Background: an optimization exercise with open tools, aiming at small area and a short achievable clock period. Do not read the settings as production practice.
Function was not checked in any run shown here: the RTL went through the layout flow alone.
No activity file was given, so power comes from the tool's default toggle rates.

**flow/constraint.sdc**
```tcl
create_clock -name core_clock -period 12.5 [get_ports {clk}]
set_input_delay 2.5000 -clock core_clock [delete_from_list [all_inputs] [get_ports {clk}]]
set_output_delay 2.5000 -clock core_clock [all_outputs]
set_load 0.01 [all_outputs]
```
**flow/design.v**
```verilog
module CPU(
	input logic clk,
	input logic [15:0] inM,
	input logic [15:0] instruction,
	input logic reset,
	output logic [15:0] outM,
	output logic writeM,
	output logic [14:0] addressM,
	output logic [14:0] pc
);
	logic [15:0] A, D;
	logic [14:0] PC;
	wire c  = instruction[15];
	wire am = instruction[12];
	wire zx = instruction[11];
	wire nx = instruction[10];
	wire zy = instruction[9];
	wire ny = instruction[8];
	wire f  = instruction[7];
	wire no = instruction[6];
	logic dn0;
	logic xa0;
	logic x0;
	logic ymn0;
	logic ya0;
	logic y0;
	logic gn0;
	logic gfn0;
	logic pn0;
	logic q0;
	logic t0;
	logic dn1;
	logic xa1;
	logic x1;
	logic ymn1;
	logic ya1;
	logic y1;
	logic gn1;
	logic gfn1;
	logic pn1;
	logic q1;
	logic t1;
	logic dn2;
	logic xa2;
	logic x2;
	logic ymn2;
	logic ya2;
	logic y2;
	logic gn2;
	logic gfn2;
	logic pn2;
	logic q2;
	logic t2;
	logic dn3;
	logic xa3;
	logic x3;
	logic ymn3;
	logic ya3;
	logic y3;
	logic gn3;
	logic gfn3;
	logic pn3;
	logic q3;
	logic t3;
	logic dn4;
	logic xa4;
	logic x4;
	logic ymn4;
	logic ya4;
	logic y4;
	logic gn4;
	logic gfn4;
	logic pn4;
	logic q4;
	logic t4;
	logic dn5;
	logic xa5;
	logic x5;
	logic ymn5;
	logic ya5;
	logic y5;
	logic gn5;
	logic gfn5;
	logic pn5;
	logic q5;
	logic t5;
	logic dn6;
	logic xa6;
	logic x6;
	logic ymn6;
	logic ya6;
	logic y6;
	logic gn6;
	logic gfn6;
	logic pn6;
	logic q6;
	logic t6;
	logic dn7;
	logic xa7;
	logic x7;
	logic ymn7;
	logic ya7;
	logic y7;
	logic gn7;
	logic gfn7;
	logic pn7;
	logic q7;
	logic t7;
	logic dn8;
	logic xa8;
	logic x8;
	logic ymn8;
	logic ya8;
	logic y8;
	logic gn8;
	logic gfn8;
	logic pn8;
	logic q8;
	logic t8;
	logic dn9;
	logic xa9;
	logic x9;
	logic ymn9;
	logic ya9;
	logic y9;
	logic gn9;
	logic gfn9;
	logic pn9;
	logic q9;
	logic t9;
	logic dn10;
	logic xa10;
	logic x10;
	logic ymn10;
	logic ya10;
	logic y10;
	logic gn10;
	logic gfn10;
	logic pn10;
	logic q10;
	logic t10;
	logic dn11;
	logic xa11;
	logic x11;
	logic ymn11;
	logic ya11;
	logic y11;
	logic gn11;
	logic gfn11;
	logic pn11;
	logic q11;
	logic t11;
	logic dn12;
	logic xa12;
	logic x12;
	logic ymn12;
	logic ya12;
	logic y12;
	logic gn12;
	logic gfn12;
	logic pn12;
	logic q12;
	logic t12;
	logic dn13;
	logic xa13;
	logic x13;
	logic ymn13;
	logic ya13;
	logic y13;
	logic gn13;
	logic gfn13;
	logic pn13;
	logic q13;
	logic t13;
	logic dn14;
	logic xa14;
	logic x14;
	logic ymn14;
	logic ya14;
	logic y14;
	logic gn14;
	logic gfn14;
	logic pn14;
	logic q14;
	logic t14;
	logic dn15;
	logic xa15;
	logic x15;
	logic ymn15;
	logic ya15;
	logic y15;
	logic gn15;
	logic gfn15;
	logic pn15;
	logic q15;
	logic t15;
	logic G0;
	logic G1;
	logic P1;
	logic G2;
	logic P2;
	logic G3;
	logic P3;
	logic G4;
	logic P4;
	logic G5;
	logic P5;
	logic G6;
	logic P6;
	logic G7;
	logic G8;
	logic P8;
	logic G9;
	logic P9;
	logic G10;
	logic P10;
	logic G11;
	logic P11;
	logic G12;
	logic P12;
	logic iv0;
	logic G13;
	logic G14;
	logic G15;
	logic P15;
	logic G16;
	logic P16;
	logic G17;
	logic P17;
	logic G18;
	logic iv1;
	logic G19;
	logic G20;
	logic G21;
	logic G22;
	logic iv2;
	logic G23;
	logic iv3;
	logic G24;
	logic G25;
	logic G26;
	logic G27;
	hk_inv u_dn0 (D[0], dn0);
	hk_nor2 u_xa0 (dn0, zx, xa0);
	hk_xor2 u_x0 (xa0, nx, x0);
	hk_mux2i u_ymn0 (A[0], inM[0], am, ymn0);
	hk_nor2 u_ya0 (ymn0, zy, ya0);
	hk_xor2 u_y0 (ya0, ny, y0);
	hk_nand2 u_gn0 (x0, y0, gn0);
	hk_nand3 u_gfn0 (x0, y0, f, gfn0);
	hk_xnor2 u_pn0 (x0, y0, pn0);
	hk_mux2i u_q0 (gn0, pn0, f, q0);
	hk_xor2 u_t0 (q0, no, t0);
	hk_inv u_dn1 (D[1], dn1);
	hk_nor2 u_xa1 (dn1, zx, xa1);
	hk_xor2 u_x1 (xa1, nx, x1);
	hk_mux2i u_ymn1 (A[1], inM[1], am, ymn1);
	hk_nor2 u_ya1 (ymn1, zy, ya1);
	hk_xor2 u_y1 (ya1, ny, y1);
	hk_nand2 u_gn1 (x1, y1, gn1);
	hk_nand3 u_gfn1 (x1, y1, f, gfn1);
	hk_xnor2 u_pn1 (x1, y1, pn1);
	hk_mux2i u_q1 (gn1, pn1, f, q1);
	hk_xor2 u_t1 (q1, no, t1);
	hk_inv u_dn2 (D[2], dn2);
	hk_nor2 u_xa2 (dn2, zx, xa2);
	hk_xor2 u_x2 (xa2, nx, x2);
	hk_mux2i u_ymn2 (A[2], inM[2], am, ymn2);
	hk_nor2 u_ya2 (ymn2, zy, ya2);
	hk_xor2 u_y2 (ya2, ny, y2);
	hk_nand2 u_gn2 (x2, y2, gn2);
	hk_nand3 u_gfn2 (x2, y2, f, gfn2);
	hk_xnor2 u_pn2 (x2, y2, pn2);
	hk_mux2i u_q2 (gn2, pn2, f, q2);
	hk_xor2 u_t2 (q2, no, t2);
	hk_inv u_dn3 (D[3], dn3);
	hk_nor2 u_xa3 (dn3, zx, xa3);
	hk_xor2 u_x3 (xa3, nx, x3);
	hk_mux2i u_ymn3 (A[3], inM[3], am, ymn3);
	hk_nor2 u_ya3 (ymn3, zy, ya3);
	hk_xor2 u_y3 (ya3, ny, y3);
	hk_nand2 u_gn3 (x3, y3, gn3);
	hk_nand3 u_gfn3 (x3, y3, f, gfn3);
	hk_xnor2 u_pn3 (x3, y3, pn3);
	hk_mux2i u_q3 (gn3, pn3, f, q3);
	hk_xor2 u_t3 (q3, no, t3);
	hk_inv u_dn4 (D[4], dn4);
	hk_nor2 u_xa4 (dn4, zx, xa4);
	hk_xor2 u_x4 (xa4, nx, x4);
	hk_mux2i u_ymn4 (A[4], inM[4], am, ymn4);
	hk_nor2 u_ya4 (ymn4, zy, ya4);
	hk_xor2 u_y4 (ya4, ny, y4);
	hk_nand2 u_gn4 (x4, y4, gn4);
	hk_nand3 u_gfn4 (x4, y4, f, gfn4);
	hk_xnor2 u_pn4 (x4, y4, pn4);
	hk_mux2i u_q4 (gn4, pn4, f, q4);
	hk_xor2 u_t4 (q4, no, t4);
	hk_inv u_dn5 (D[5], dn5);
	hk_nor2 u_xa5 (dn5, zx, xa5);
	hk_xor2 u_x5 (xa5, nx, x5);
	hk_mux2i u_ymn5 (A[5], inM[5], am, ymn5);
	hk_nor2 u_ya5 (ymn5, zy, ya5);
	hk_xor2 u_y5 (ya5, ny, y5);
	hk_nand2 u_gn5 (x5, y5, gn5);
	hk_nand3 u_gfn5 (x5, y5, f, gfn5);
	hk_xnor2 u_pn5 (x5, y5, pn5);
	hk_mux2i u_q5 (gn5, pn5, f, q5);
	hk_xor2 u_t5 (q5, no, t5);
	hk_inv u_dn6 (D[6], dn6);
	hk_nor2 u_xa6 (dn6, zx, xa6);
	hk_xor2 u_x6 (xa6, nx, x6);
	hk_mux2i u_ymn6 (A[6], inM[6], am, ymn6);
	hk_nor2 u_ya6 (ymn6, zy, ya6);
	hk_xor2 u_y6 (ya6, ny, y6);
	hk_nand2 u_gn6 (x6, y6, gn6);
	hk_nand3 u_gfn6 (x6, y6, f, gfn6);
	hk_xnor2 u_pn6 (x6, y6, pn6);
	hk_mux2i u_q6 (gn6, pn6, f, q6);
	hk_xor2 u_t6 (q6, no, t6);
	hk_inv u_dn7 (D[7], dn7);
	hk_nor2 u_xa7 (dn7, zx, xa7);
	hk_xor2 u_x7 (xa7, nx, x7);
	hk_mux2i u_ymn7 (A[7], inM[7], am, ymn7);
	hk_nor2 u_ya7 (ymn7, zy, ya7);
	hk_xor2 u_y7 (ya7, ny, y7);
	hk_nand2 u_gn7 (x7, y7, gn7);
	hk_nand3 u_gfn7 (x7, y7, f, gfn7);
	hk_xnor2 u_pn7 (x7, y7, pn7);
	hk_mux2i u_q7 (gn7, pn7, f, q7);
	hk_xor2 u_t7 (q7, no, t7);
	hk_inv u_dn8 (D[8], dn8);
	hk_nor2 u_xa8 (dn8, zx, xa8);
	hk_xor2 u_x8 (xa8, nx, x8);
	hk_mux2i u_ymn8 (A[8], inM[8], am, ymn8);
	hk_nor2 u_ya8 (ymn8, zy, ya8);
	hk_xor2 u_y8 (ya8, ny, y8);
	hk_nand2 u_gn8 (x8, y8, gn8);
	hk_nand3 u_gfn8 (x8, y8, f, gfn8);
	hk_xnor2 u_pn8 (x8, y8, pn8);
	hk_mux2i u_q8 (gn8, pn8, f, q8);
	hk_xor2 u_t8 (q8, no, t8);
	hk_inv u_dn9 (D[9], dn9);
	hk_nor2 u_xa9 (dn9, zx, xa9);
	hk_xor2 u_x9 (xa9, nx, x9);
	hk_mux2i u_ymn9 (A[9], inM[9], am, ymn9);
	hk_nor2 u_ya9 (ymn9, zy, ya9);
	hk_xor2 u_y9 (ya9, ny, y9);
	hk_nand2 u_gn9 (x9, y9, gn9);
	hk_nand3 u_gfn9 (x9, y9, f, gfn9);
	hk_xnor2 u_pn9 (x9, y9, pn9);
	hk_mux2i u_q9 (gn9, pn9, f, q9);
	hk_xor2 u_t9 (q9, no, t9);
	hk_inv u_dn10 (D[10], dn10);
	hk_nor2 u_xa10 (dn10, zx, xa10);
	hk_xor2 u_x10 (xa10, nx, x10);
	hk_mux2i u_ymn10 (A[10], inM[10], am, ymn10);
	hk_nor2 u_ya10 (ymn10, zy, ya10);
	hk_xor2 u_y10 (ya10, ny, y10);
	hk_nand2 u_gn10 (x10, y10, gn10);
	hk_nand3 u_gfn10 (x10, y10, f, gfn10);
	hk_xnor2 u_pn10 (x10, y10, pn10);
	hk_mux2i u_q10 (gn10, pn10, f, q10);
	hk_xor2 u_t10 (q10, no, t10);
	hk_inv u_dn11 (D[11], dn11);
	hk_nor2 u_xa11 (dn11, zx, xa11);
	hk_xor2 u_x11 (xa11, nx, x11);
	hk_mux2i u_ymn11 (A[11], inM[11], am, ymn11);
	hk_nor2 u_ya11 (ymn11, zy, ya11);
	hk_xor2 u_y11 (ya11, ny, y11);
	hk_nand2 u_gn11 (x11, y11, gn11);
	hk_nand3 u_gfn11 (x11, y11, f, gfn11);
	hk_xnor2 u_pn11 (x11, y11, pn11);
	hk_mux2i u_q11 (gn11, pn11, f, q11);
	hk_xor2 u_t11 (q11, no, t11);
	hk_inv u_dn12 (D[12], dn12);
	hk_nor2 u_xa12 (dn12, zx, xa12);
	hk_xor2 u_x12 (xa12, nx, x12);
	hk_mux2i u_ymn12 (A[12], inM[12], am, ymn12);
	hk_nor2 u_ya12 (ymn12, zy, ya12);
	hk_xor2 u_y12 (ya12, ny, y12);
	hk_nand2 u_gn12 (x12, y12, gn12);
	hk_nand3 u_gfn12 (x12, y12, f, gfn12);
	hk_xnor2 u_pn12 (x12, y12, pn12);
	hk_mux2i u_q12 (gn12, pn12, f, q12);
	hk_xor2 u_t12 (q12, no, t12);
	hk_inv u_dn13 (D[13], dn13);
	hk_nor2 u_xa13 (dn13, zx, xa13);
	hk_xor2 u_x13 (xa13, nx, x13);
	hk_mux2i u_ymn13 (A[13], inM[13], am, ymn13);
	hk_nor2 u_ya13 (ymn13, zy, ya13);
	hk_xor2 u_y13 (ya13, ny, y13);
	hk_nand2 u_gn13 (x13, y13, gn13);
	hk_nand3 u_gfn13 (x13, y13, f, gfn13);
	hk_xnor2 u_pn13 (x13, y13, pn13);
	hk_mux2i u_q13 (gn13, pn13, f, q13);
	hk_xor2 u_t13 (q13, no, t13);
	hk_inv u_dn14 (D[14], dn14);
	hk_nor2 u_xa14 (dn14, zx, xa14);
	hk_xor2 u_x14 (xa14, nx, x14);
	hk_mux2i u_ymn14 (A[14], inM[14], am, ymn14);
	hk_nor2 u_ya14 (ymn14, zy, ya14);
	hk_xor2 u_y14 (ya14, ny, y14);
	hk_nand2 u_gn14 (x14, y14, gn14);
	hk_nand3 u_gfn14 (x14, y14, f, gfn14);
	hk_xnor2 u_pn14 (x14, y14, pn14);
	hk_mux2i u_q14 (gn14, pn14, f, q14);
	hk_xor2 u_t14 (q14, no, t14);
	hk_inv u_dn15 (D[15], dn15);
	hk_nor2 u_xa15 (dn15, zx, xa15);
	hk_xor2 u_x15 (xa15, nx, x15);
	hk_mux2i u_ymn15 (A[15], inM[15], am, ymn15);
	hk_nor2 u_ya15 (ymn15, zy, ya15);
	hk_xor2 u_y15 (ya15, ny, y15);
	hk_nand2 u_gn15 (x15, y15, gn15);
	hk_nand3 u_gfn15 (x15, y15, f, gfn15);
	hk_xnor2 u_pn15 (x15, y15, pn15);
	hk_mux2i u_q15 (gn15, pn15, f, q15);
	hk_xor2 u_t15 (q15, no, t15);
	hk_oai21 u_G0 (pn1, gfn0, gfn1, G0);
	hk_oai21 u_G1 (pn3, gfn2, gfn3, G1);
	hk_nor2 u_P1 (pn3, pn2, P1);
	hk_oai21 u_G2 (pn5, gfn4, gfn5, G2);
	hk_nor2 u_P2 (pn5, pn4, P2);
	hk_oai21 u_G3 (pn7, gfn6, gfn7, G3);
	hk_nor2 u_P3 (pn7, pn6, P3);
	hk_oai21 u_G4 (pn9, gfn8, gfn9, G4);
	hk_nor2 u_P4 (pn9, pn8, P4);
	hk_oai21 u_G5 (pn11, gfn10, gfn11, G5);
	hk_nor2 u_P5 (pn11, pn10, P5);
	hk_oai21 u_G6 (pn13, gfn12, gfn13, G6);
	hk_nor2 u_P6 (pn13, pn12, P6);
	hk_aoi21 u_G7 (P1, G0, G1, G7);
	hk_aoi21 u_G8 (P2, G1, G2, G8);
	hk_nand2 u_P8 (P2, P1, P8);
	hk_aoi21 u_G9 (P3, G2, G3, G9);
	hk_nand2 u_P9 (P3, P2, P9);
	hk_aoi21 u_G10 (P4, G3, G4, G10);
	hk_nand2 u_P10 (P4, P3, P10);
	hk_aoi21 u_G11 (P5, G4, G5, G11);
	hk_nand2 u_P11 (P5, P4, P11);
	hk_aoi21 u_G12 (P6, G5, G6, G12);
	hk_nand2 u_P12 (P6, P5, P12);
	hk_inv u_iv0 (G0, iv0);
	hk_oai21 u_G13 (P8, iv0, G8, G13);
	hk_oai21 u_G14 (P9, G7, G9, G14);
	hk_oai21 u_G15 (P10, G8, G10, G15);
	hk_nor2 u_P15 (P10, P8, P15);
	hk_oai21 u_G16 (P11, G9, G11, G16);
	hk_nor2 u_P16 (P11, P9, P16);
	hk_oai21 u_G17 (P12, G10, G12, G17);
	hk_nor2 u_P17 (P12, P10, P17);
	hk_aoi21 u_G18 (P15, G0, G15, G18);
	hk_inv u_iv1 (G7, iv1);
	hk_aoi21 u_G19 (P16, iv1, G16, G19);
	hk_aoi21 u_G20 (P17, G13, G17, G20);
	hk_oai21 u_G21 (pn2, iv0, gfn2, G21);
	hk_oai21 u_G22 (pn4, G7, gfn4, G22);
	hk_inv u_iv2 (G13, iv2);
	hk_oai21 u_G23 (pn6, iv2, gfn6, G23);
	hk_inv u_iv3 (G14, iv3);
	hk_oai21 u_G24 (pn8, iv3, gfn8, G24);
	hk_oai21 u_G25 (pn10, G18, gfn10, G25);
	hk_oai21 u_G26 (pn12, G19, gfn12, G26);
	hk_oai21 u_G27 (pn14, G20, gfn14, G27);
	assign outM[0] = t0;
	hk_xnor2 u_outM_1 (t1, gfn0, outM[1]);
	hk_xor2 u_outM_2 (t2, G0, outM[2]);
	hk_xor2 u_outM_3 (t3, G21, outM[3]);
	hk_xnor2 u_outM_4 (t4, G7, outM[4]);
	hk_xor2 u_outM_5 (t5, G22, outM[5]);
	hk_xor2 u_outM_6 (t6, G13, outM[6]);
	hk_xor2 u_outM_7 (t7, G23, outM[7]);
	hk_xor2 u_outM_8 (t8, G14, outM[8]);
	hk_xor2 u_outM_9 (t9, G24, outM[9]);
	hk_xnor2 u_outM_10 (t10, G18, outM[10]);
	hk_xor2 u_outM_11 (t11, G25, outM[11]);
	hk_xnor2 u_outM_12 (t12, G19, outM[12]);
	hk_xor2 u_outM_13 (t13, G26, outM[13]);
	hk_xnor2 u_outM_14 (t14, G20, outM[14]);
	hk_xor2 u_outM_15 (t15, G27, outM[15]);
	wire zr = (outM == 16'd0);
	wire ng = outM[15];
	wire jmp = c & ((instruction[2] & ng) | (instruction[1] & zr) | (instruction[0] & ~ng & ~zr));
	always_ff @(posedge clk) begin
		if (~c) A <= {1'b0, instruction[14:0]};
		else if (instruction[5]) A <= outM;
		if (c & instruction[4]) D <= outM;
		if (reset) PC <= 15'd0;
		else if (jmp) PC <= A[14:0];
		else PC <= PC + 15'd1;
	end
	assign writeM = c & instruction[3];
	assign addressM = A[14:0];
	assign pc = PC;
endmodule
module hk_inv(input logic a, output logic y);
	assign y = ~a;
endmodule
module hk_nand2(input logic a, b, output logic y);
	assign y = ~(a & b);
endmodule
module hk_nor2(input logic a, b, output logic y);
	assign y = ~(a | b);
endmodule
module hk_nand3(input logic a, b, c, output logic y);
	assign y = ~(a & b & c);
endmodule
module hk_xor2(input logic a, b, output logic y);
	assign y = a ^ b;
endmodule
module hk_xnor2(input logic a, b, output logic y);
	assign y = ~(a ^ b);
endmodule
module hk_mux2i(input logic a, b, s, output logic y);
	assign y = ~(s ? b : a);
endmodule
module hk_aoi21(input logic a1, a2, b, output logic y);
	assign y = ~((a1 & a2) | b);
endmodule
module hk_oai21(input logic a1, a2, b, output logic y);
	assign y = ~((a1 | a2) & b);
endmodule
```
**flow/standard.sh**
```bash
#!/bin/bash
# synth_recipe.tcl (not shown) runs the flow's synth.tcl, then flattens the netlist and writes it again
# the make line also repeats each setting of config.mk as NAME=value (left out here)
make -C /OpenROAD-flow-scripts/flow DESIGN_CONFIG=/design/flow/config.mk WORK_HOME=/design/flow/orfs CLKGATE_MAP_FILE= SYNTH_SCRIPT=/design/flow/synth_recipe.tcl "${@:-finish}"
```
**flow/flow/make_args.txt**
```
SYNTH_KEEP_MODULES=hk_inv hk_nand2 hk_nor2 hk_nand3 hk_xor2 hk_xnor2 hk_mux2i hk_aoi21 hk_oai21
CTS_ARGS=-sink_clustering_enable -repair_clock_nets -dont_use_dummy_load
RECOVER_POWER=100
```
**flow/config.mk**
```make
export PLATFORM = sky130hd
export DESIGN_NAME = CPU
export DESIGN_NICKNAME = CPU
export VERILOG_FILES = /design/flow/design.v
export SDC_FILE = /design/flow/constraint.sdc
export NUM_CORES = 4
export LEC_CHECK = 0
export CAP_MARGIN = 20
export CORE_MARGIN = 2
export CORE_UTILIZATION = 40
export SETUP_SLACK_MARGIN = 5
export SLEW_MARGIN = 20
```
**flow/flow/abc.script**
```
strash; dch; map -a; topo; stime -c
```
**flow/flow/run.sh**
```bash
#!/bin/bash
# Layout flow: the standard ORFS flow (standard.sh) with two changes:
#  - synthesis maps the logic with the ABC script in flow/abc.script
#    (ORFS's synth.tcl otherwise unchanged; same -nofsm -noshare, flatten and renames)
#  - port buffers are sky130_fd_sc_hd__buf_1 instead of the default choice
set -euo pipefail
W=$PWD
sed "s#log_cmd abc {\*}\$abc_args#log_cmd abc {*}[lreplace \$abc_args 1 1 $W/flow/abc.script]#" \
  "$FLOW_HOME/scripts/synth.tcl" > "$W/synth_custom.tcl"
grep -q "flow/abc.script" "$W/synth_custom.tcl"
sed "s#\$::env(SCRIPTS_DIR)/synth.tcl#$W/synth_custom.tcl#" synth_recipe.tcl > "$W/synth_top.tcl"
grep -q "synth_custom.tcl" "$W/synth_top.tcl"
EXTRA=()
if [[ -f flow/make_args.txt ]]; then mapfile -t EXTRA < <(grep -v '^\s*$' flow/make_args.txt); fi
bash standard.sh SYNTH_SCRIPT="$W/synth_top.tcl" \
  "BUFFER_PORTS_ARGS=-buffer_cell sky130_fd_sc_hd__buf_1" "${EXTRA[@]}" finish > "$W/flow.log" 2>&1
```
==> out/qor.txt, run 1 <==
Outcome: finished clean
Slew @ Worst Pin: 1.16 ns
Max stage delay cell, worst path: clkbuf_1
Worst Hold Depth: 1
Grt ovf: 0
Pin count of the biggest net entering global routing: 33
CORE AREA: 8680 um^2
Nets: 546
Relative slew margins: 0.224
Most numerous cell in the Yosys netlist: xor2_1
RSZ-0062 raised after global routing: true
Initial Util: 0.410
Root Buffer: clkbuf_8
Worst reg-to-reg setup slack: 7.52 ns
Die W: 98.3 um
First-pass GRT wire length: 14000 um
Ys flop type: edfxtp_1
Clk buf depth: 2
Placed insts: 605
Synth top area cells: edfxtp_1 26%, xor2_1 16%, dfxtp_1 9.0%
Power per Cell Area: 155 nW/um^2
Synthesis Warnings: 1
Routed WL per cell: 14.1 um
Setup TNS: 0 ns
Mapped Cells: 430
WP data arrival: 6.19 ns
Fillers: 897
Initial antenna violation count: 0
CP cell instances: clkbuf_1, mux2i_1, nor2_1, xor2_1, xnor2_2, o21ai_0, clkinv_1, o21ai_0, a21oi_1, o21ai_0, xor2_1, buf_1
Worst min-delay path class: reg -> reg
GRT Overall Usage: 0.179
# setup viols final: 0
H-tree depth: 2
Async set-reset flop share out of synthesis: 0
Drt pass-1 iters: 4
Simple logic cell fraction of the synthesized area: 0.165
Critical-path maximum fanout: 17
Req. time, crit path: 10.00 ns
Synth-to-layout area growth: 14.9%
Fmax: 115 MHz
DP Area: 3900 um^2
Routed Antenna Nets: 0
Drt first-iter violations: 134
Register area share after synthesis: 0.352
Routed WL: 8690 um
Layout cells sized above 1: 0.0491
Final Hold Vio Count: 0
Synthesized cell area: 3560 um^2
Post-synthesis compound-gate area fraction: 0.0911
Slew Viols, Final: 0
Synth area leader: edfxtp_1
RR Startpoint: A[1]
Num rows: 34
Post-synthesis mux area share: 0.0900
Util after Layout: 0.471
Crit Path Category: in -> out
HP Start: PC[0]
Clock transition at the registers of the reported paths: 0.10 ns
Tot Pwr: 0.000632 W
Placed wire-length estimate: 6490 um
Vias in the first global route: 2851
Antenna cells: 0
Die height: 98.3 um
Synth Net Count: 465
Hold EP: PC[0]
Post-synth top area share: 0.262
Most used cell, CP: o21ai_0
Crit start category: primary input
MaxCap Viol Count: 0
Io pins: 81
Crit path time final: 8.69 ns
Final worst-path cycle share: 0.695
Yosys reg bits: 47
VDD IR max: 0.0000606 V
Clk_skew: 0.0217 ns
EDFF count, synth: 31
Reg2reg path depth: 18
CTS tree: built
RePlAce Congestion: 0.916
Leakage power: 1.59 nW
Non-filler cells, final: 617
Die area: 9670 um^2
XOR/XNOR Fraction of Synth Area: 0.226
Vias per cell: 4.97
Buffers on Ports: 80
DRC: 0
Cell area after layout: 4090 um^2
Post-Synth Adder-Cell Area: 0.00352
Worst skew pair latency: 0.32 ns
Worst path max stage delay: 0.83 ns
FF-to-FF End: PC[13]
Sink Count: 47
Via count: 3069
CP endpoint kind: output pin
Cts bufs inserted: 5
Mean Syn Cell Area: 8.28 um^2
Combinational family with the most area after synthesis: XOR/XNOR gates
Unique masters post-synth: 18
Synth cell count leaders: 67 x xor2_1, 60 x nand2_1, 50 x nor2_1
[sequential cells by signal, summed over array words and instances (netlist names)]
| name | count |
|---|---|
| A | 16 |
| D | 16 |
| PC | 15 |
[worst max path at each step]
| stage | startpoint | end | slack (ns) | depth (start not counted) |
|---|---|---|---|---|
| after floorplan | instruction[12] | outM[15] | 5.32 | 11 |
| after global placement | instruction[12] | outM[15] | 3.97 | 12 |
| after detailed placement | instruction[12] | outM[15] | 3.82 | 12 |
| after CTS | instruction[12] | outM[15] | 4.93 | 12 |
| after global routing | instruction[12] | outM[15] | 3.48 | 12 |
| final | instruction[12] | outM[15] | 3.81 | 12 |
[repair_timing]
item,in CTS,in global routing
pin swaps,4,4
setup buffers,4,3
gates resized for setup,12,28
endpoints found under the setup margin,15,10
hold buffers,0,0
[per-stage QoR]
stage          hold WS (ns)  setup WS, ns
6_report              0.517          3.81
5_1_grt               0.593          3.48
4_1_cts               0.526          4.93
3_5_place_dp          0.501          3.82
3_3_place_gp          0.493          3.97
2_1_floorplan         0.500          5.32
[per-module statistics from Yosys, one instance, submodules excluded]
module	times used	cell area, um^2	cells	flip-flops and latches
hk_nor2	41	3.75	1	0
hk_mux2i	32	10.0	1	0
hk_xor2	58	8.76	1	0
hk_nand2	21	3.75	1	0
hk_oai21	19	5.00	1	0
hk_aoi21	9	5.00	1	0
hk_xnor2	21	8.76	1	0
CPU	1	2020	194	47
hk_inv	20	3.75	1	0
hk_nand3	15	5.00	1	0
[where the power goes]
group / internal (W) / leakage, nW / total (W) / switching (W)
Combinational: 0.000110 / 1.11 / 0.000310 / 0.000199
Clock: 0.0000363 / 0.0359 / 0.0000878 / 0.0000515
Sequential: 0.000210 / 0.438 / 0.000234 / 0.0000240
Total: 0.000357 / 1.59 / 0.000632 / 0.000275
[worst max-delay path, delay by kind of cell]
family	cells	cell delay, ns
buf+inv	3	1.18
mux	1	0.20
xor+xnor	3	0.79
compound gates	4	1.34
simple gates	1	0.17
[area by class of cell]
cell class	count	area, um^2	share of cell area
inverters	35	131	0.0321
clock buffers	5	68.8	0.0168
well taps	108	135	0.0331
flip-flops and latches	47	1250	0.306
repair buffers	91	370	0.0906
multi-input cells	331	2130	0.521
[layer usage]
| metal | track usage | part of all wire | vias up |
|---|---|---|---|
| met1 | 0.244 | 0.47 | 1417 |
| met5 | 0 | 0 | - |
| met4 | 0.0474 | 0.0069 | 0 |
| met2 | 0.297 | 0.48 | 70 |
| li1 | - | - | 1577 |
| met3 | 0.0272 | 0.041 | 5 |
[cell usage in the layout (no fill, tap or decap), types with 7 or more instances in the layout]
master | synthesis | routed
a21oi_1 | 22 | 22
buf_1 | 0 | 75
clkbuf_1 | 0 | 7
clkinv_1 | 35 | 35
dfxtp_1 | 16 | 16
edfxtp_1 | 31 | 31
mux2i_1 | 32 | 32
nand2_1 | 60 | 60
nand3_1 | 23 | 23
nor2_1 | 50 | 50
o21ai_0 | 38 | 34
xnor2_1 | 25 | 22
xor2_1 | 67 | 59
xor2_2 | 0 | 8
[cell families (layout without fill, tap and decap cells)]
logic type,Yosys count,count (layout)
flip-flops,47,47
XOR/XNOR,92,92
AND/OR/NAND/NOR,143,143
buffers and inverters,52,131
AO/OA/AOI/OAI,63,63
adder cells (fa/ha/maj),1,1
multiplexers,32,32
==> run 2: changes to the inputs <==
==> flow/flow/make_args.txt (replaced) <==
SYNTH_KEEP_MODULES=hk_inv hk_nand2 hk_nor2 hk_nand3 hk_xor2 hk_xnor2 hk_mux2i hk_aoi21 hk_oai21
CTS_ARGS=-sink_clustering_enable -repair_clock_nets -dont_use_dummy_load
--- a/flow/config.mk
+++ b/flow/config.mk
@@ -9,4 +9,4 @@
 export CORE_MARGIN = 2
 export CORE_UTILIZATION = 40
-export SETUP_SLACK_MARGIN = 5
+export SETUP_SLACK_MARGIN = 4.5
 export SLEW_MARGIN = 20
==> run 2 against run 1 <==
  * Still clean
  * Clock skew is 0.0033 ns higher
  * Final area is 2.4% lower
  * Sequential power hardly changed
  * Die area stayed put
  * Global-route usage is 0.24 points lower
  * Largest cell class unchanged
  * Largest power group unchanged
==> out/qor.txt, run 2 <==
Outcome: finished clean
Grt ovf: 0
Drt pass-1 iters: 4
H-tree depth: 2
CORE AREA: 8680 um^2
Routed WL: 8470 um
Critical-path maximum fanout: 17
Initial Util: 0.410
Clk buf depth: 2
Post-CTS Hold Buffers: 0
Largest regs: A: 16 flops, D: 16 flops, PC: 15 flops
Relative slew margins: 0.428
Vias per cell: 5.00
Sink Count: 47
Fmax: 129 MHz
Clock transition at the registers of the reported paths: 0.11 ns
Initial antenna violation count: 0
Buffers on Ports: 80
Routed WL per cell: 13.9 um
Req. time, crit path: 10.00 ns
Crit Path Category: in -> out
Clk_skew: 0.0250 ns
Final worst-path cycle share: 0.619
Yosys reg bits: 47
Worst min-delay path class: reg -> reg
Synthesized cell area: 3560 um^2
Most numerous cell in the Yosys netlist: xor2_1
Worst skew pair latency: 0.32 ns
Post-synth top area share: 0.262
Commonest non-fill, non-tap cell in the layout: buf_1
EDFF count, synth: 31
DP Area: 3900 um^2
CP cell instances: clkbuf_4, mux2i_1, nor2_1, xor2_1, nand3_1, o21ai_2, clkinv_1, o21ai_1, a21oi_1, o21ai_0, xor2_1, buf_1
RSZ-0062 raised after global routing: false
Die height: 98.3 um
Mapped Cells: 430
Cell area after layout: 3990 um^2
Placed wire-length estimate: 6490 um
Routed Antenna Nets: 0
Cts bufs inserted: 5
RePlAce Congestion: 0.916
Reg2reg path depth: 16
Die W: 98.3 um
Antenna cells: 0
Synth top area cells: edfxtp_1 26%, xor2_1 16%, dfxtp_1 9.0%
Leakage power: 1.56 nW
Unique masters post-synth: 18
Slew @ Worst Pin: 0.856 ns
Pin count of the biggest net entering global routing: 33
Most frequent cells in the layout: 75 x buf_1, 66 x xor2_1, 60 x nand2_1
First-pass GRT wire length: 13800 um
Register area share after synthesis: 0.352
Synth Net Count: 465
GRT Overall Usage: 0.176
Vias in the first global route: 2813
Io pins: 81
Nets: 539
Synthesis Warnings: 1
Final Hold Vio Count: 0
Async set-reset flop share out of synthesis: 0
Crit path time final: 7.74 ns
Crit path max-delay family: compound AO/OA/AOI/OAI gates
Buf/Inv on CP: 3
Worst Hold Depth: 1
Drt first-iter violations: 146
Worst path max stage delay: 0.41 ns
Root Buffer: clkbuf_8
Fillers: 898
Mean Syn Cell Area: 8.28 um^2
WP data arrival: 5.24 ns
Most used cell, CP: xor2_1
Via count: 3051
# setup viols final: 0
Critical path depth: 12
Slew Viols, Final: 0
Max stage delay cell, worst path: xor2_1
CTS tree: built
Ys flop type: edfxtp_1
Die area: 9670 um^2
Setup TNS: 0 ns
CP endpoint kind: output pin
Util after Layout: 0.460
VDD IR max: 0.0000593 V
Synth cell count leaders: 67 x xor2_1, 60 x nand2_1, 50 x nor2_1
Num rows: 34
Crit start category: primary input
DRC: 0
Layout cells sized above 1: 0.0319
Setup Buffers After CTS: 0
Power per Cell Area: 154 nW/um^2
Synth area leader: edfxtp_1
MaxCap Viol Count: 0
Synth-to-layout area growth: 12.2%
run 2: cell count changes in the layout (fill, tap and decap cells not counted), sizes merged:
cell,delta
buf,-1
clkbuf,-7
clkdlybuf4s15,+1
run 2: path summary, 6_finish.rpt:
kind / start / slack, ns / end
max: instruction[12] / 4.76 / outM[15]
min: PC[0] / 0.52 / PC[0]
max reg2reg: A[3] / 8.12 / PC[13]
min reg2reg: PC[0] / 0.52 / PC[0]
run 2: final cells by class:
| class | count | area (um^2) | share of cell area |
|---|---|---|---|
| multi-input cells | 331 | 2060 | 0.516 |
| flip-flops and latches | 47 | 1250 | 0.313 |
| repair buffers | 84 | 345 | 0.0865 |
| well taps | 108 | 135 | 0.0339 |
| inverters | 35 | 131 | 0.0329 |
| clock buffers | 5 | 68.8 | 0.0172 |
run 2: worst reg2reg max path, stage by stage, from the launching register on:
cell      delay, ns
edfxtp_1       0.43
mux2i_1        0.17
nor2_1         0.07
xor2_1         0.33
xnor2_1        0.21
o21ai_0        0.15
a21oi_1        0.32
clkinv_1       0.12
a21oi_1        0.23
o21ai_0        0.16
xor2_1         0.23
nor4_1         0.39
nand4_1        0.21
o221ai_1       0.20
nand2_1        0.53
o21ai_0        0.40
a21oi_1        0.07
run 2: per-stage QoR:
step | instances | hold WS [ns] | power [W] | worst slack (ns)
floorplan | 430 | 0.500 | 0.000449 | 5.32
global placement | 605 | 0.493 | 0.000526 | 3.97
detailed placement | 605 | 0.501 | 0.000530 | 3.82
CTS | 610 | 0.526 | 0.000620 | 4.57
global route | 610 | 0.592 | 0.000664 | 4.51
finish | 610 | 0.517 | 0.000616 | 4.76
run 2: Yosys stat by module (local to each module, per instance):
| module | cells | flip-flops and latches | times used |
|---|---|---|---|
| CPU | 194 | 47 | 1 |
| hk_aoi21 | 1 | 0 | 9 |
| hk_inv | 1 | 0 | 20 |
| hk_mux2i | 1 | 0 | 32 |
| hk_nand2 | 1 | 0 | 21 |
| hk_nand3 | 1 | 0 | 15 |
| hk_nor2 | 1 | 0 | 41 |
| hk_oai21 | 1 | 0 | 19 |
| hk_xnor2 | 1 | 0 | 21 |
| hk_xor2 | 1 | 0 | 58 |
run 2: cells by family after synthesis:
family,count (synthesis),share of synthesized area
xor gates and xnor gates,92,0.226
buffers and inverters,52,0.0728
DFF,47,0.352
muxes,32,0.0900
and+or+nand+nor,143,0.165
adders and majority gates,1,0.00352
AOI/OAI and AO/OA,63,0.0911
run 2: per-layer routing:
| layer | vias to the layer above | share of wire | track usage |
|---|---|---|---|
| li1 | 1569 | - | - |
| met1 | 1388 | 0.47 | 0.241 |
| met2 | 87 | 0.47 | 0.296 |
| met3 | 7 | 0.045 | 0.0251 |
| met4 | 0 | 0.010 | 0.0411 |
| met5 | - | 0 | 0 |
run 2: where the power goes:
part	internal, W	leakage [nW]	total [W]	switching, W
registers	0.000210	0.438	0.000234	0.0000240
clock network	0.0000363	0.0359	0.0000883	0.0000521
logic	0.000101	1.08	0.000293	0.000192
run 2: timing repair:
item	CTS	global route
pin swaps	0	1
cloned	0	0
gates resized for setup	9	5
setup endpoints to repair	13	6
==> run 3: changes to the inputs <==
--- a/flow/design.v
+++ b/flow/design.v
@@ -209,4 +209,5 @@
 	logic P6;
 	logic G7;
+	logic P7;
 	logic G8;
 	logic P8;
@@ -219,9 +220,10 @@
 	logic G12;
 	logic P12;
-	logic iv0;
 	logic G13;
+	logic P13;
+	logic iv0;
+	logic iv1;
 	logic G14;
 	logic G15;
-	logic P15;
 	logic G16;
 	logic P16;
@@ -229,16 +231,49 @@
 	logic P17;
 	logic G18;
-	logic iv1;
+	logic P18;
 	logic G19;
+	logic P19;
 	logic G20;
+	logic P20;
 	logic G21;
+	logic P21;
 	logic G22;
-	logic iv2;
+	logic P22;
 	logic G23;
-	logic iv3;
+	logic P23;
 	logic G24;
+	logic P24;
 	logic G25;
+	logic P25;
 	logic G26;
+	logic P26;
 	logic G27;
+	logic iv2;
+	logic G28;
+	logic G29;
+	logic G30;
+	logic G31;
+	logic P31;
+	logic G32;
+	logic P32;
+	logic G33;
+	logic P33;
+	logic G34;
+	logic P34;
+	logic G35;
+	logic P35;
+	logic G36;
+	logic P36;
+	logic G37;
+	logic P37;
+	logic G38;
+	logic G39;
+	logic iv3;
+	logic G40;
+	logic iv4;
+	logic G41;
+	logic G42;
+	logic G43;
+	logic G44;
 	hk_inv u_dn0 (D[0], dn0);
 	hk_nor2 u_xa0 (dn0, zx, xa0);
@@ -418,65 +453,100 @@
 	hk_xor2 u_t15 (q15, no, t15);
 	hk_oai21 u_G0 (pn1, gfn0, gfn1, G0);
-	hk_oai21 u_G1 (pn3, gfn2, gfn3, G1);
-	hk_nor2 u_P1 (pn3, pn2, P1);
-	hk_oai21 u_G2 (pn5, gfn4, gfn5, G2);
-	hk_nor2 u_P2 (pn5, pn4, P2);
-	hk_oai21 u_G3 (pn7, gfn6, gfn7, G3);
-	hk_nor2 u_P3 (pn7, pn6, P3);
-	hk_oai21 u_G4 (pn9, gfn8, gfn9, G4);
-	hk_nor2 u_P4 (pn9, pn8, P4);
-	hk_oai21 u_G5 (pn11, gfn10, gfn11, G5);
-	hk_nor2 u_P5 (pn11, pn10, P5);
-	hk_oai21 u_G6 (pn13, gfn12, gfn13, G6);
-	hk_nor2 u_P6 (pn13, pn12, P6);
-	hk_aoi21 u_G7 (P1, G0, G1, G7);
-	hk_aoi21 u_G8 (P2, G1, G2, G8);
-	hk_nand2 u_P8 (P2, P1, P8);
-	hk_aoi21 u_G9 (P3, G2, G3, G9);
-	hk_nand2 u_P9 (P3, P2, P9);
-	hk_aoi21 u_G10 (P4, G3, G4, G10);
-	hk_nand2 u_P10 (P4, P3, P10);
-	hk_aoi21 u_G11 (P5, G4, G5, G11);
-	hk_nand2 u_P11 (P5, P4, P11);
-	hk_aoi21 u_G12 (P6, G5, G6, G12);
-	hk_nand2 u_P12 (P6, P5, P12);
-	hk_inv u_iv0 (G0, iv0);
-	hk_oai21 u_G13 (P8, iv0, G8, G13);
-	hk_oai21 u_G14 (P9, G7, G9, G14);
-	hk_oai21 u_G15 (P10, G8, G10, G15);
-	hk_nor2 u_P15 (P10, P8, P15);
-	hk_oai21 u_G16 (P11, G9, G11, G16);
-	hk_nor2 u_P16 (P11, P9, P16);
-	hk_oai21 u_G17 (P12, G10, G12, G17);
-	hk_nor2 u_P17 (P12, P10, P17);
-	hk_aoi21 u_G18 (P15, G0, G15, G18);
-	hk_inv u_iv1 (G7, iv1);
-	hk_aoi21 u_G19 (P16, iv1, G16, G19);
-	hk_aoi21 u_G20 (P17, G13, G17, G20);
-	hk_oai21 u_G21 (pn2, iv0, gfn2, G21);
-	hk_oai21 u_G22 (pn4, G7, gfn4, G22);
-	hk_inv u_iv2 (G13, iv2);
-	hk_oai21 u_G23 (pn6, iv2, gfn6, G23);
+	hk_oai21 u_G1 (pn2, gfn1, gfn2, G1);
+	hk_nor2 u_P1 (pn2, pn1, P1);
+	hk_oai21 u_G2 (pn3, gfn2, gfn3, G2);
+	hk_nor2 u_P2 (pn3, pn2, P2);
+	hk_oai21 u_G3 (pn4, gfn3, gfn4, G3);
+	hk_nor2 u_P3 (pn4, pn3, P3);
+	hk_oai21 u_G4 (pn5, gfn4, gfn5, G4);
+	hk_nor2 u_P4 (pn5, pn4, P4);
+	hk_oai21 u_G5 (pn6, gfn5, gfn6, G5);
+	hk_nor2 u_P5 (pn6, pn5, P5);
+	hk_oai21 u_G6 (pn7, gfn6, gfn7, G6);
+	hk_nor2 u_P6 (pn7, pn6, P6);
+	hk_oai21 u_G7 (pn8, gfn7, gfn8, G7);
+	hk_nor2 u_P7 (pn8, pn7, P7);
+	hk_oai21 u_G8 (pn9, gfn8, gfn9, G8);
+	hk_nor2 u_P8 (pn9, pn8, P8);
+	hk_oai21 u_G9 (pn10, gfn9, gfn10, G9);
+	hk_nor2 u_P9 (pn10, pn9, P9);
+	hk_oai21 u_G10 (pn11, gfn10, gfn11, G10);
+	hk_nor2 u_P10 (pn11, pn10, P10);
+	hk_oai21 u_G11 (pn12, gfn11, gfn12, G11);
+	hk_nor2 u_P11 (pn12, pn11, P11);
+	hk_oai21 u_G12 (pn13, gfn12, gfn13, G12);
+	hk_nor2 u_P12 (pn13, pn12, P12);
+	hk_oai21 u_G13 (pn14, gfn13, gfn14, G13);
+	hk_nor2 u_P13 (pn14, pn13, P13);
+	hk_inv u_iv0 (gfn0, iv0);
+	hk_inv u_iv1 (pn0, iv1);
+	hk_aoi21 u_G14 (P1, iv0, G1, G14);
+	hk_aoi21 u_G15 (P2, G0, G2, G15);
+	hk_aoi21 u_G16 (P3, G1, G3, G16);
+	hk_nand2 u_P16 (P3, P1, P16);
+	hk_aoi21 u_G17 (P4, G2, G4, G17);
+	hk_nand2 u_P17 (P4, P2, P17);
+	hk_aoi21 u_G18 (P5, G3, G5, G18);
+	hk_nand2 u_P18 (P5, P3, P18);
+	hk_aoi21 u_G19 (P6, G4, G6, G19);
+	hk_nand2 u_P19 (P6, P4, P19);
+	hk_aoi21 u_G20 (P7, G5, G7, G20);
+	hk_nand2 u_P20 (P7, P5, P20);
+	hk_aoi21 u_G21 (P8, G6, G8, G21);
+	hk_nand2 u_P21 (P8, P6, P21);
+	hk_aoi21 u_G22 (P9, G7, G9, G22);
+	hk_nand2 u_P22 (P9, P7, P22);
+	hk_aoi21 u_G23 (P10, G8, G10, G23);
+	hk_nand2 u_P23 (P10, P8, P23);
+	hk_aoi21 u_G24 (P11, G9, G11, G24);
+	hk_nand2 u_P24 (P11, P9, P24);
+	hk_aoi21 u_G25 (P12, G10, G12, G25);
+	hk_nand2 u_P25 (P12, P10, P25);
+	hk_aoi21 u_G26 (P13, G11, G13, G26);
+	hk_nand2 u_P26 (P13, P11, P26);
+	hk_oai21 u_G27 (P16, gfn0, G16, G27);
+	hk_inv u_iv2 (G0, iv2);
+	hk_oai21 u_G28 (P17, iv2, G17, G28);
+	hk_oai21 u_G29 (P18, G14, G18, G29);
+	hk_oai21 u_G30 (P19, G15, G19, G30);
+	hk_oai21 u_G31 (P20, G16, G20, G31);
+	hk_nor2 u_P31 (P20, P16, P31);
+	hk_oai21 u_G32 (P21, G17, G21, G32);
+	hk_nor2 u_P32 (P21, P17, P32);
+	hk_oai21 u_G33 (P22, G18, G22, G33);
+	hk_nor2 u_P33 (P22, P18, P33);
+	hk_oai21 u_G34 (P23, G19, G23, G34);
+	hk_nor2 u_P34 (P23, P19, P34);
+	hk_oai21 u_G35 (P24, G20, G24, G35);
+	hk_nor2 u_P35 (P24, P20, P35);
+	hk_oai21 u_G36 (P25, G21, G25, G36);
+	hk_nor2 u_P36 (P25, P21, P36);
+	hk_oai21 u_G37 (P26, G22, G26, G37);
+	hk_nor2 u_P37 (P26, P22, P37);
+	hk_aoi21 u_G38 (P31, iv0, G31, G38);
+	hk_aoi21 u_G39 (P32, G0, G32, G39);
 	hk_inv u_iv3 (G14, iv3);
-	hk_oai21 u_G24 (pn8, iv3, gfn8, G24);
-	hk_oai21 u_G25 (pn10, G18, gfn10, G25);
-	hk_oai21 u_G26 (pn12, G19, gfn12, G26);
-	hk_oai21 u_G27 (pn14, G20, gfn14, G27);
+	hk_aoi21 u_G40 (P33, iv3, G33, G40);
+	hk_inv u_iv4 (G15, iv4);
+	hk_aoi21 u_G41 (P34, iv4, G34, G41);
+	hk_aoi21 u_G42 (P35, G27, G35, G42);
+	hk_aoi21 u_G43 (P36, G28, G36, G43);
+	hk_aoi21 u_G44 (P37, G29, G37, G44);
 	assign outM[0] = t0;
 	hk_xnor2 u_outM_1 (t1, gfn0, outM[1]);
 	hk_xor2 u_outM_2 (t2, G0, outM[2]);
-	hk_xor2 u_outM_3 (t3, G21, outM[3]);
-	hk_xnor2 u_outM_4 (t4, G7, outM[4]);
-	hk_xor2 u_outM_5 (t5, G22, outM[5]);
-	hk_xor2 u_outM_6 (t6, G13, outM[6]);
-	hk_xor2 u_outM_7 (t7, G23, outM[7]);
-	hk_xor2 u_outM_8 (t8, G14, outM[8]);
-	hk_xor2 u_outM_9 (t9, G24, outM[9]);
-	hk_xnor2 u_outM_10 (t10, G18, outM[10]);
-	hk_xor2 u_outM_11 (t11, G25, outM[11]);
-	hk_xnor2 u_outM_12 (t12, G19, outM[12]);
-	hk_xor2 u_outM_13 (t13, G26, outM[13]);
-	hk_xnor2 u_outM_14 (t14, G20, outM[14]);
-	hk_xor2 u_outM_15 (t15, G27, outM[15]);
+	hk_xnor2 u_outM_3 (t3, G14, outM[3]);
+	hk_xnor2 u_outM_4 (t4, G15, outM[4]);
+	hk_xor2 u_outM_5 (t5, G27, outM[5]);
+	hk_xor2 u_outM_6 (t6, G28, outM[6]);
+	hk_xor2 u_outM_7 (t7, G29, outM[7]);
+	hk_xor2 u_outM_8 (t8, G30, outM[8]);
+	hk_xnor2 u_outM_9 (t9, G38, outM[9]);
+	hk_xnor2 u_outM_10 (t10, G39, outM[10]);
+	hk_xnor2 u_outM_11 (t11, G40, outM[11]);
+	hk_xnor2 u_outM_12 (t12, G41, outM[12]);
+	hk_xnor2 u_outM_13 (t13, G42, outM[13]);
+	hk_xnor2 u_outM_14 (t14, G43, outM[14]);
+	hk_xnor2 u_outM_15 (t15, G44, outM[15]);
 	wire zr = (outM == 16'd0);
 	wire ng = outM[15];
==> flow/flow/make_args.txt (replaced) <==
SYNTH_KEEP_MODULES=hk_inv hk_nand2 hk_nor2 hk_nand3 hk_xor2 hk_xnor2 hk_mux2i hk_aoi21 hk_oai21
==> run 3 against run 2 <==
  * Maximum frequency rose by 0.61%
  * Register-to-register slack got worse by 0.05 ns
  * Final cell count rose by 6.7%
  * Non-clock buffer count rose by 1
  * Highest routed layer unchanged
  * Global-route usage rose by 1.6 points
  * Still clean on timing, DRC and antenna
  * First-iteration DRC count rose by 16%
==> out/qor.txt, run 3 <==
Clock power share: 0.147
Buf/Inv on CP: 4
Commonest non-fill, non-tap cell in the layout: buf_1
Ys flop type: edfxtp_1
VDD IR max: 0.0000604 V
Unique masters post-synth: 18
Routed WL per cell: 14.9 um
Fillers: 951
Synth-to-layout area growth: 12.0%
Synth top area cells: edfxtp_1 25%, xor2_1 15%, dfxtp_1 8.6%
Mapped Cells: 464
Initial Util: 0.407
H-tree depth: 2
Relative slew margins: 0.433
Critical-path maximum fanout: 17
Num rows: 35
Post-synth top area share: 0.251
Cell area after layout: 4150 um^2
WP data arrival: 5.19 ns
Register area share after synthesis: 0.337
Cts bufs inserted: 5
Clk_skew: 0.00996 ns
Async set-reset flop share out of synthesis: 0
Sink Count: 47
First-pass GRT wire length: 15300 um
Initial antenna violation count: 0
Simple logic cell fraction of the synthesized area: 0.175
Setup TNS: 0 ns
Critical path depth: 12
Power per Cell Area: 159 nW/um^2
Synth Net Count: 499
Root Buffer: clkbuf_8
Nets: 574
CP endpoint kind: output pin
Synthesis Warnings: 1
Drt pass-1 iters: 5
Post-Synth Adder-Cell Area: 0.00337
Crit start category: primary input
Vias per cell: 5.20
Setup Buffers After CTS: 0
Leakage power: 1.59 nW
XOR/XNOR Fraction of Synth Area: 0.217
DRC: 0
Clock transition at the registers of the reported paths: 0.09 ns
Most used cell, CP: buf_1
Slew @ Worst Pin: 0.851 ns
Post-synthesis mux area share: 0.0864
Synth cell count leaders: 66 x nand2_1, 62 x xor2_1, 61 x nor2_1
Placed wire-length estimate: 7510 um
DP Area: 4060 um^2
Combinational share of power: 0.495
Worst skew pair latency: 0.31 ns
# setup viols final: 0
Grt ovf: 0
Most frequent cells in the layout: 77 x buf_1, 66 x nand2_1, 62 x xor2_1
Int Pwr: 0.000359 W
Combinational family with the most area after synthesis: XOR/XNOR gates
Req. time, crit path: 10.00 ns
Die area: 10100 um^2
Crit Path Category: in -> out
Layout cells sized above 1: 0.0296
EDFF count, synth: 31
MaxCap Viol Count: 0
Fmax: 130 MHz
CORE AREA: 9110 um^2
Crit path time final: 7.69 ns
Io pins: 81
Reg2reg path depth: 15
Drt first-iter violations: 169
Synth area leader: edfxtp_1
Sw Pwr: 0.000300 W
Mean Syn Cell Area: 7.99 um^2
Crit path max-delay family: compound AO/OA/AOI/OAI gates
Die height: 100 um
Vias in the first global route: 3116
RSZ-0062 raised after global routing: false
Die W: 100 um
Antenna cells: 0
GRT Overall Usage: 0.192
Yosys reg bits: 47
Most numerous cell in the Yosys netlist: nand2_1
Final worst-path cycle share: 0.616
CP cell instances: buf_1, buf_4, mux2i_1, nor2_1, xor2_1, nand3_1, o21ai_1, clkinv_1, o21ai_0, a21oi_1, xnor2_1, buf_1
Outcome: finished clean
RePlAce Congestion: 0.981
Seq pwr share: 0.358
Slew Viols, Final: 0
Worst Hold Depth: 1
Via count: 3384
Buffers on Ports: 80
Worst min-delay path class: reg -> reg
Post-CTS Hold Buffers: 0
Clk buf depth: 2
Routed Antenna Nets: 0
Sw frac: 0.455
Worst path max stage delay: 0.41 ns
Final Hold Vio Count: 0
Routed WL: 9730 um
Post-synthesis compound-gate area fraction: 0.110
Largest regs: A: 16 flops, D: 16 flops, PC: 15 flops
Pin count of the biggest net entering global routing: 33
CTS tree: built
Max stage delay cell, worst path: o21ai_1
Synthesized cell area: 3710 um^2
[run 3: changes by cell type after synthesis]
cell / change
xnor2_1: +5
xor2_1: -5
nor2_1: +11
a21oi_1: +11
o21ai_0: +6
nand2_1: +6
[run 3: per-module statistics from Yosys, one instance, submodules excluded, excerpt]
module    cells  area [um^2]  times used  flops+latches
CPU         194         2020           1             47
hk_inv        1         3.75          20              0
hk_mux2i      1         10.0          32              0
hk_nand3      1         5.00          15              0
hk_nor2       1         3.75          52              0
hk_oai21      1         5.00          25              0
hk_xnor2      1         8.76          26              0
[run 3: logic make-up (layout without fill, tap and decap cells)]
family	after synthesis	after routing
compound gates	80	80
mux	32	32
buf+inv	52	128
flops	47	47
fa+ha+maj	1	1
xor+xnor	92	92
simple gates	160	160
[run 3: area by class of cell]
class                      instances  area [um^2]  area share
clock buffer                       5         68.8      0.0166
tap                              111          139      0.0335
timing repair buffer              85          342      0.0823
multi-input combinational        365         2200       0.529
sequential                        47         1250       0.301
clock inverter                     3         22.5     0.00542
inverter                          35          131      0.0316
[run 3: worst paths after layout]
check	slack [ns]	startpoint	end
setup / recovery	4.81	instruction[12]	outM[14]
hold / removal	0.53	PC[0]	PC[0]
setup reg to reg	8.07	A[0]	PC[10]
hold reg to reg	0.53	PC[0]	PC[0]
[run 3: metrics by stage]
| stage | setup slack, ns | hold slack, ns | util | cells | total power [W] |
|---|---|---|---|---|---|
| 2_1_floorplan | 5.66 | 0.500 | - | 464 | 0.000469 |
| 3_3_place_gp | 4.61 | 0.485 | 0.445 | 643 | 0.000560 |
| 3_5_place_dp | 4.53 | 0.508 | 0.445 | 643 | 0.000562 |
| 4_1_cts | 4.51 | 0.532 | 0.455 | 651 | 0.000662 |
| 5_1_grt | 4.52 | 0.558 | 0.456 | 651 | 0.000710 |
| 6_report | 4.81 | 0.532 | 0.456 | 651 | 0.000659 |
[run 3: power groups by stage]
stage	Clock, W	Combinational (W)	Sequential (W)
6_report	0.0000971	0.000326	0.000236
5_1_grt	0.000109	0.000360	0.000240
4_1_cts	0.000101	0.000324	0.000237
3_5_place_dp	0	0.000322	0.000240
3_3_place_gp	0	0.000320	0.000239
2_1_floorplan	0	0.000231	0.000238
[run 3: worst register-to-register path, cell delays in order, from the launching register on]
cell	delay, ns
edfxtp_1	0.43
mux2i_1	0.16
nor2_1	0.06
xor2_1	0.30
nand3_1	0.23
o21ai_1	0.41
clkinv_1	0.10
o21ai_0	0.33
a21oi_1	0.16
xnor2_1	0.20
nor4_1	0.43
nand4_1	0.24
o221ai_1	0.23
nand2_1	0.53
o21ai_0	0.40
a21oi_1	0.08
[run 3: timing repair]
item                                    4_1_cts  5_1_grt
endpoints found under the setup margin        0        7
gates resized for setup                       0        5
endpoints found under the hold margin         0        0
[run 3: routing by layer]
metal,GRT usage,vias up,share of wire
met2,0.313,116,0.45
li1,-,1687,-
met4,0.0674,0,0.023
met1,0.261,1563,0.47
met5,0,-,0
met3,0.0272,18,0.049

[static timing again, ports no longer ideal]
No port has a modelled driver above. Below, the same layouts with a new extraction and two added sets of constraints. Step 1 assumes that a clkbuf_16 drives the clock port and a buf_2 every other input. Step 2 also shifts input and output timing later by t, the mid clock arrival at the registers, as if the neighbouring blocks saw the same clock. Three values: ideal, step 1, step 2; two values: the first two.
run	shift t [ns]	setup WS [ns]	slew at the worst register clock pin (ns)	worst data-port slew with drivers (ns)	pins driven straight from the clock port
run 1	0.336	3.807 / 3.775 / 3.775	0.10 / 0.10	0.04	1
run 2	0.338	4.759 / 4.737 / 4.737	0.11 / 0.11	0.04	1
run 3	0.336	4.806 / 4.781 / 4.781	0.10 / 0.10	0.04	1
After both steps setup and hold are still met in every run listed. For run 1, which loses most, drivers alone change the setup slack by -0.032 ns; drivers and shift together by -0.032 ns.
